This design comes from an exercise in tuning for small area and a short achievable clock period on the open sky130 flow, not from production work.
The flow treats the clock pin as an ideal source. Dropping or thinning the clock tree relies on that and would not hold on a real chip.

== run A ==
==> module stopwatch_01, before the edit <==
module stopwatch_01(clk,rst,key_reset,key_start_pasue,key_display_stop,hex0,hex1,hex2,hex3,hex4,hex5,hex6,hex7,led0,led1,led2,led3);
	input		clk,rst,key_reset,key_start_pasue,key_display_stop;
	output [6:0]	hex0,hex1,hex2,hex3,hex4,hex5,hex6,hex7;
	output	led0,led1,led2,led3;
	assign	led3 = 1'b0;
	reg	[1:0]	pre;
	wire	tick = pre[1];
	reg	[5:0]	hold_s, hold_d, hold_r;
	reg	start, freeze, cleared;
	reg	[3:0]	t0, t1, t2, t4, t6, t7;
	reg	[2:0]	t3, t5;
	reg	[3:0]	s0, s1, s2, s4, s6, s7;
	reg	[2:0]	s3, s5;
	wire	at50_s = hold_s[5] & hold_s[2] & hold_s[1] & hold_s[0];
	wire	at50_d = hold_d[5] & hold_d[2] & hold_d[1] & hold_d[0];
	wire	at50_r = hold_r[5] & hold_r[2] & hold_r[1] & hold_r[0];
	wire	push_s = tick & ~key_start_pasue;
	wire	push_d = tick & ~key_display_stop;
	wire	push_r = tick & ~key_reset;
	wire	fire_s = push_s & at50_s;
	wire	fire_d = push_d & at50_d;
	wire	fire_r = push_r & at50_r;
	wire	start_n, freeze_n;
	key_mux	u_ks(key_start_pasue, start, start ^ (tick & at50_s), start_n);
	key_mux	u_kd(key_display_stop, freeze, freeze ^ (tick & at50_d), freeze_n);
	wire	clr = rst | fire_r;
	function [3:0] step10;
		input [3:0] d;
		step10 = {(~d[0]), (~d[1] & ~d[0]) | (d[3] & d[2] & d[0]), (~d[2] & d[0]) | (d[3] & ~d[1]) | (d[3] & d[2]), ~((d[2] & ~d[0]) | (~d[3]))};
	endfunction
	function [2:0] step6;
		input [2:0] d;
		step6 = {(d[0]), (~d[2] & ~d[1]) | (d[2] & d[0]), (~d[1])};
	endfunction
	function [3:0] step16;
		input [3:0] d;
		step16 = {(d[3] & ~d[2] & ~d[0]) | (~d[3] & d[0]) | (~d[2] & d[1]), (~d[3] & d[2] & d[1]) | (d[3] & ~d[2]) | (d[3] & ~d[1]), (d[1] & d[0]) | (~d[3] & d[2] & d[1]) | (d[2] & d[0]) | (~d[3] & ~d[2] & ~d[1] & ~d[0]), (~d[3] & d[1]) | (d[2] & d[1] & d[0]) | (~d[3] & d[2] & ~d[0]) | (d[3] & ~d[2] & ~d[1])};
	endfunction
	wire	n0 = (~t0[3] & t0[2]);
	wire	n1 = (~t1[3] & t1[2]);
	wire	n2 = (~t2[3] & t2[2]);
	wire	n3 = (t3[1] & ~t3[0]);
	wire	n4 = (~t4[3] & t4[2]);
	wire	n5 = (t5[1] & ~t5[0]);
	wire	n6 = (~t6[3] & t6[2]);
	wire	p1 = n0;
	wire	p2 = p1 & n1;
	wire	p3 = p2 & n2;
	wire	p4 = p3 & n3;
	wire	p5 = p4 & n4;
	wire	p6 = p5 & n5;
	wire	p7 = p6 & n6;
	wire	run_released = tick & start;
	wire	run_pressed = tick & (start ^ at50_s);
	wire	p0 = 1'b1;
	wire	c0;
	key_mux	u_c0(key_start_pasue, run_released & p0, run_pressed & p0, c0);
	wire	c1;
	key_mux	u_c1(key_start_pasue, run_released & p1, run_pressed & p1, c1);
	wire	c2;
	key_mux	u_c2(key_start_pasue, run_released & p2, run_pressed & p2, c2);
	wire	c3;
	key_mux	u_c3(key_start_pasue, run_released & p3, run_pressed & p3, c3);
	wire	c4;
	key_mux	u_c4(key_start_pasue, run_released & p4, run_pressed & p4, c4);
	wire	c5;
	key_mux	u_c5(key_start_pasue, run_released & p5, run_pressed & p5, c5);
	wire	c6;
	key_mux	u_c6(key_start_pasue, run_released & p6, run_pressed & p6, c6);
	wire	c7;
	key_mux	u_c7(key_start_pasue, run_released & p7, run_pressed & p7, c7);
	wire	[3:0]	t0_r = c0 ? step10(t0) : t0;
	wire	[3:0]	t1_r = c1 ? step10(t1) : t1;
	wire	[3:0]	t2_r = c2 ? step10(t2) : t2;
	wire	[2:0]	t3_r = c3 ? step6(t3) : t3;
	wire	[3:0]	t4_r = c4 ? step10(t4) : t4;
	wire	[2:0]	t5_r = c5 ? step6(t5) : t5;
	wire	[3:0]	t6_r = c6 ? step10(t6) : t6;
	wire	[3:0]	t7_r = c7 ? step16(t7) : t7;
	wire	[29:0]	t_n = {t7_r, t6_r, t5_r, t4_r, t3_r, t2_r, t1_r, t0_r} & {30{~clr}};
	wire	load = clr | ~freeze_n;
	wire	[29:0]	s_n;
	hold_mux	#(30)	u_hold(t_n, {s7, s6, s5, s4, s3, s2, s1, s0}, load, s_n);
	always @(posedge clk) begin
		pre[0] <= ~rst & ~pre[0] & ~pre[1];
		pre[1] <= ~rst & pre[0];
		hold_s <= rst ? 6'd0 : push_s ? (at50_s ? 6'd0 : {hold_s[4:0], ~(hold_s[5] ^ hold_s[0])}) : hold_s;
		hold_d <= rst ? 6'd0 : push_d ? (at50_d ? 6'd0 : {hold_d[4:0], ~(hold_d[5] ^ hold_d[0])}) : hold_d;
		hold_r <= rst ? 6'd0 : push_r ? (at50_r ? 6'd0 : {hold_r[4:0], ~(hold_r[5] ^ hold_r[0])}) : hold_r;
		start   <= ~rst & start_n;
		freeze  <= ~rst & freeze_n;
		cleared <= ~rst & (cleared | fire_r);
		{t7, t6, t5, t4, t3, t2, t1, t0} <= t_n;
		{s7, s6, s5, s4, s3, s2, s1, s0} <= s_n;
	end
	assign	led0 = start;
	assign	led1 = cleared;
	assign	led2 = freeze;
	dec10	u0(s0, hex0);
	dec10	u1(s1, hex1);
	dec10	u2(s2, hex2);
	dec6	u3(s3, hex3);
	dec10	u4(s4, hex4);
	dec6	u5(s5, hex5);
	dec10	u6(s6, hex6);
	dec16	u7(s7, hex7);
endmodule
==> module key_mux, before the edit <==
module key_mux(k, released, pressed, y);
	input	k, released, pressed;
	output	y;
	assign	y = k ? released : pressed;
endmodule
export LEC_CHECK = 0
export ABC_AREA = 1
export CAP_MARGIN = 20
export CORE_MARGIN = 2
export CORE_UTILIZATION = 50
export SETUP_SLACK_MARGIN = 3.0
export SLEW_MARGIN = 20
export SYNTH_HIERARCHICAL = 1
export BUFFER_PORTS_ARGS = -buffer_cell sky130_fd_sc_hd__buf_1
export PRE_CTS_TCL = /design/flow/flow/cts_pre.tcl
create_clock -name core_clock -period 5.0 [get_ports {clk}]
standard.sh (not shown) runs the stock make flow with config.mk's settings and CLKGATE_MAP_FILE= SYNTH_SCRIPT=/design/flow/synth_recipe.tcl, a recipe that flattens the netlist after the stock synthesis.
==> flow/flow/run.sh <==
#!/bin/bash
# The standard ORFS layout with two changes:
#  - port buffers are buf_1 cells (BUFFER_PORTS_ARGS),
#  - the clock is buffered by flow/cts_pre.tcl (four clkbuf_16 from the clock
#    port) in place of TritonCTS.
# The make output of the whole flow goes to flow_make.log here; ORFS keeps each
# step's own log under orfs/logs.
set -euo pipefail
here=$(pwd)
cat >> config.mk <<MK
export BUFFER_PORTS_ARGS = -buffer_cell sky130_fd_sc_hd__buf_1
export PRE_CTS_TCL = $here/flow/cts_pre.tcl
MK
bash standard.sh > flow_make.log 2>&1
Other scripts of this flow, unchanged in this note and not shown: flow/flow/clkbuf.tcl, flow/flow/cts_pre.tcl
The following lists how run B was set up differently from run A:
==> flow/design.v, changed modules only <==
module stopwatch_01(clk,rst,key_reset,key_start_pasue,key_display_stop,hex0,hex1,hex2,hex3,hex4,hex5,hex6,hex7,led0,led1,led2,led3);
	input		clk,rst,key_reset,key_start_pasue,key_display_stop;
	output [6:0]	hex0,hex1,hex2,hex3,hex4,hex5,hex6,hex7;
	output	led0,led1,led2,led3;
	assign	led3 = 1'b0;
	reg	[1:0]	pre;
	wire	tick = pre[1];
	reg	[5:0]	hold_s, hold_d, hold_r;
	reg	start, freeze, cleared;
	reg	[3:0]	t0, t1, t2, t4, t6, t7;
	reg	[2:0]	t3, t5;
	reg	[3:0]	s0, s1, s2, s4, s6, s7;
	reg	[2:0]	s3, s5;
	wire	at50_s = hold_s[5] & hold_s[4] & hold_s[1];
	wire	at50_d = hold_d[5] & hold_d[4] & hold_d[1];
	wire	at50_r = hold_r[5] & hold_r[4] & hold_r[1];
	wire	push_s = tick & ~key_start_pasue;
	wire	push_d = tick & ~key_display_stop;
	wire	push_r = tick & ~key_reset;
	wire	fire_s = push_s & at50_s;
	wire	fire_d = push_d & at50_d;
	wire	fire_r = push_r & at50_r;
	wire	start_n  = start ^ fire_s;
	wire	freeze_n = freeze ^ fire_d;
	wire	clr = rst | fire_r;
	function [3:0] step10;
		input [3:0] d;
		step10 = {(~d[0]), (~d[1] & ~d[0]) | (d[3] & d[2] & d[0]), (~d[2] & d[0]) | (d[3] & ~d[1]) | (d[3] & d[2]), ~((d[2] & ~d[0]) | (~d[3]))};
	endfunction
	function [2:0] step6;
		input [2:0] d;
		step6 = {(d[0]), (~d[2] & ~d[1]) | (d[2] & d[0]), (~d[1])};
	endfunction
	function [3:0] step16;
		input [3:0] d;
		step16 = {(d[3] & ~d[2] & ~d[0]) | (~d[3] & d[0]) | (~d[2] & d[1]), (~d[3] & d[2] & d[1]) | (d[3] & ~d[2]) | (d[3] & ~d[1]), (d[1] & d[0]) | (~d[3] & d[2] & d[1]) | (d[2] & d[0]) | (~d[3] & ~d[2] & ~d[1] & ~d[0]), (~d[3] & d[1]) | (d[2] & d[1] & d[0]) | (~d[3] & d[2] & ~d[0]) | (d[3] & ~d[2] & ~d[1])};
	endfunction
	wire	n0 = (~t0[3] & t0[2]);
	wire	n1 = (~t1[3] & t1[2]);
	wire	n2 = (~t2[3] & t2[2]);
	wire	n3 = (t3[1] & ~t3[0]);
	wire	n4 = (~t4[3] & t4[2]);
	wire	n5 = (t5[1] & ~t5[0]);
	wire	n6 = (~t6[3] & t6[2]);
	wire	p1 = n0;
	wire	p2 = p1 & n1;
	wire	p3 = p2 & n2;
	wire	p4 = p3 & n3;
	wire	p5 = p4 & n4;
	wire	p6 = p5 & n5;
	wire	p7 = p6 & n6;
	wire	run = tick & start_n;
	wire	[7:0]	c;
	carry_gate	u_carry(run, {p7, p6, p5, p4, p3, p2, p1, 1'b1}, c);
	wire	c0 = c[0];
	wire	c1 = c[1];
	wire	c2 = c[2];
	wire	c3 = c[3];
	wire	c4 = c[4];
	wire	c5 = c[5];
	wire	c6 = c[6];
	wire	c7 = c[7];
	wire	[3:0]	t0_r = c0 ? step10(t0) : t0;
	wire	[3:0]	t1_r = c1 ? step10(t1) : t1;
	wire	[3:0]	t2_r = c2 ? step10(t2) : t2;
	wire	[2:0]	t3_r = c3 ? step6(t3) : t3;
	wire	[3:0]	t4_r = c4 ? step10(t4) : t4;
	wire	[2:0]	t5_r = c5 ? step6(t5) : t5;
	wire	[3:0]	t6_r = c6 ? step10(t6) : t6;
	wire	[3:0]	t7_r = c7 ? step16(t7) : t7;
	wire	[29:0]	t_n = {t7_r, t6_r, t5_r, t4_r, t3_r, t2_r, t1_r, t0_r} & {30{~clr}};
	wire	load = clr | ~freeze_n;
	wire	[29:0]	s_n;
	hold_mux	#(30)	u_hold(t_n, {s7, s6, s5, s4, s3, s2, s1, s0}, load, s_n);
	always @(posedge clk) begin
		pre[0] <= ~rst & ~pre[0] & ~pre[1];
		pre[1] <= ~rst & pre[0];
		hold_s <= rst ? 6'd0 : push_s ? (at50_s ? 6'd0 : hold_s + 6'd1) : hold_s;
		hold_d <= rst ? 6'd0 : push_d ? (at50_d ? 6'd0 : hold_d + 6'd1) : hold_d;
		hold_r <= rst ? 6'd0 : push_r ? (at50_r ? 6'd0 : hold_r + 6'd1) : hold_r;
		start   <= ~rst & start_n;
		freeze  <= ~rst & freeze_n;
		cleared <= ~rst & (cleared | fire_r);
		{t7, t6, t5, t4, t3, t2, t1, t0} <= t_n;
		{s7, s6, s5, s4, s3, s2, s1, s0} <= s_n;
	end
	assign	led0 = start;
	assign	led1 = cleared;
	assign	led2 = freeze;
	dec10	u0(s0, hex0);
	dec10	u1(s1, hex1);
	dec10	u2(s2, hex2);
	dec6	u3(s3, hex3);
	dec10	u4(s4, hex4);
	dec6	u5(s5, hex5);
	dec10	u6(s6, hex6);
	dec16	u7(s7, hex7);
endmodule
module carry_gate(run, p, c);
	input		run;
	input	[7:0]	p;
	output	[7:0]	c;
	assign	c = p & {8{run}};
endmodule
// module key_mux removed
Comparing delay of the slowest critical-path stage for run B and run A, the bigger number came from run A.
Changes observed in run B relative to run A: total length of routed met3 wires went down 18%, number of resized instances in the post-cts repair step went up about 80%, utilization went up 2.6 points, total global-route track usage went down 0.64 points.
Both conditions hold for run B: the flow ran to the end and the final layout passed the timing, design-rule and antenna checks.
[run B] mean post-synth cell area rose about 3.7% relative to run A
Function was not checked in any run of this note: the RTL went through the layout flow alone. No run of this note takes its clock network from TritonCTS; it comes from the design's own scripts or RTL.

[re-timing with driven ports]
In the flow no input, the clock included, has a driving cell. The finished layouts below were timed again as built, in two steps.
Step 1, drivers: a clkbuf_16 drives clk and a buf_2 each remaining input, both assumed.
Step 2 also shifts input and output timing later by t, the mid clock arrival at the registers, as if the neighbouring blocks saw the same clock.
a / b / c = ideal ports / drivers / drivers and shift; a / b = the first two.
run | t (ns) | slack for setup (ns) | hold slack, ns | slew at the worst register clock pin (ns) | cell pins on the clock port's net
run A | 0.222 | 3.032 / 3.003 / 2.866 | 0.412 / 0.412 / 0.412 | 0.08 / 0.08 | 4
run B | 0.224 | 2.666 / 2.698 / 2.475 | 0.436 / 0.436 / 0.436 | 0.08 / 0.08 | 4
After both steps every run listed still meets setup and hold. The setup slack of run B, which loses most, moves by +0.032 ns with the drivers and by -0.191 ns with both steps.
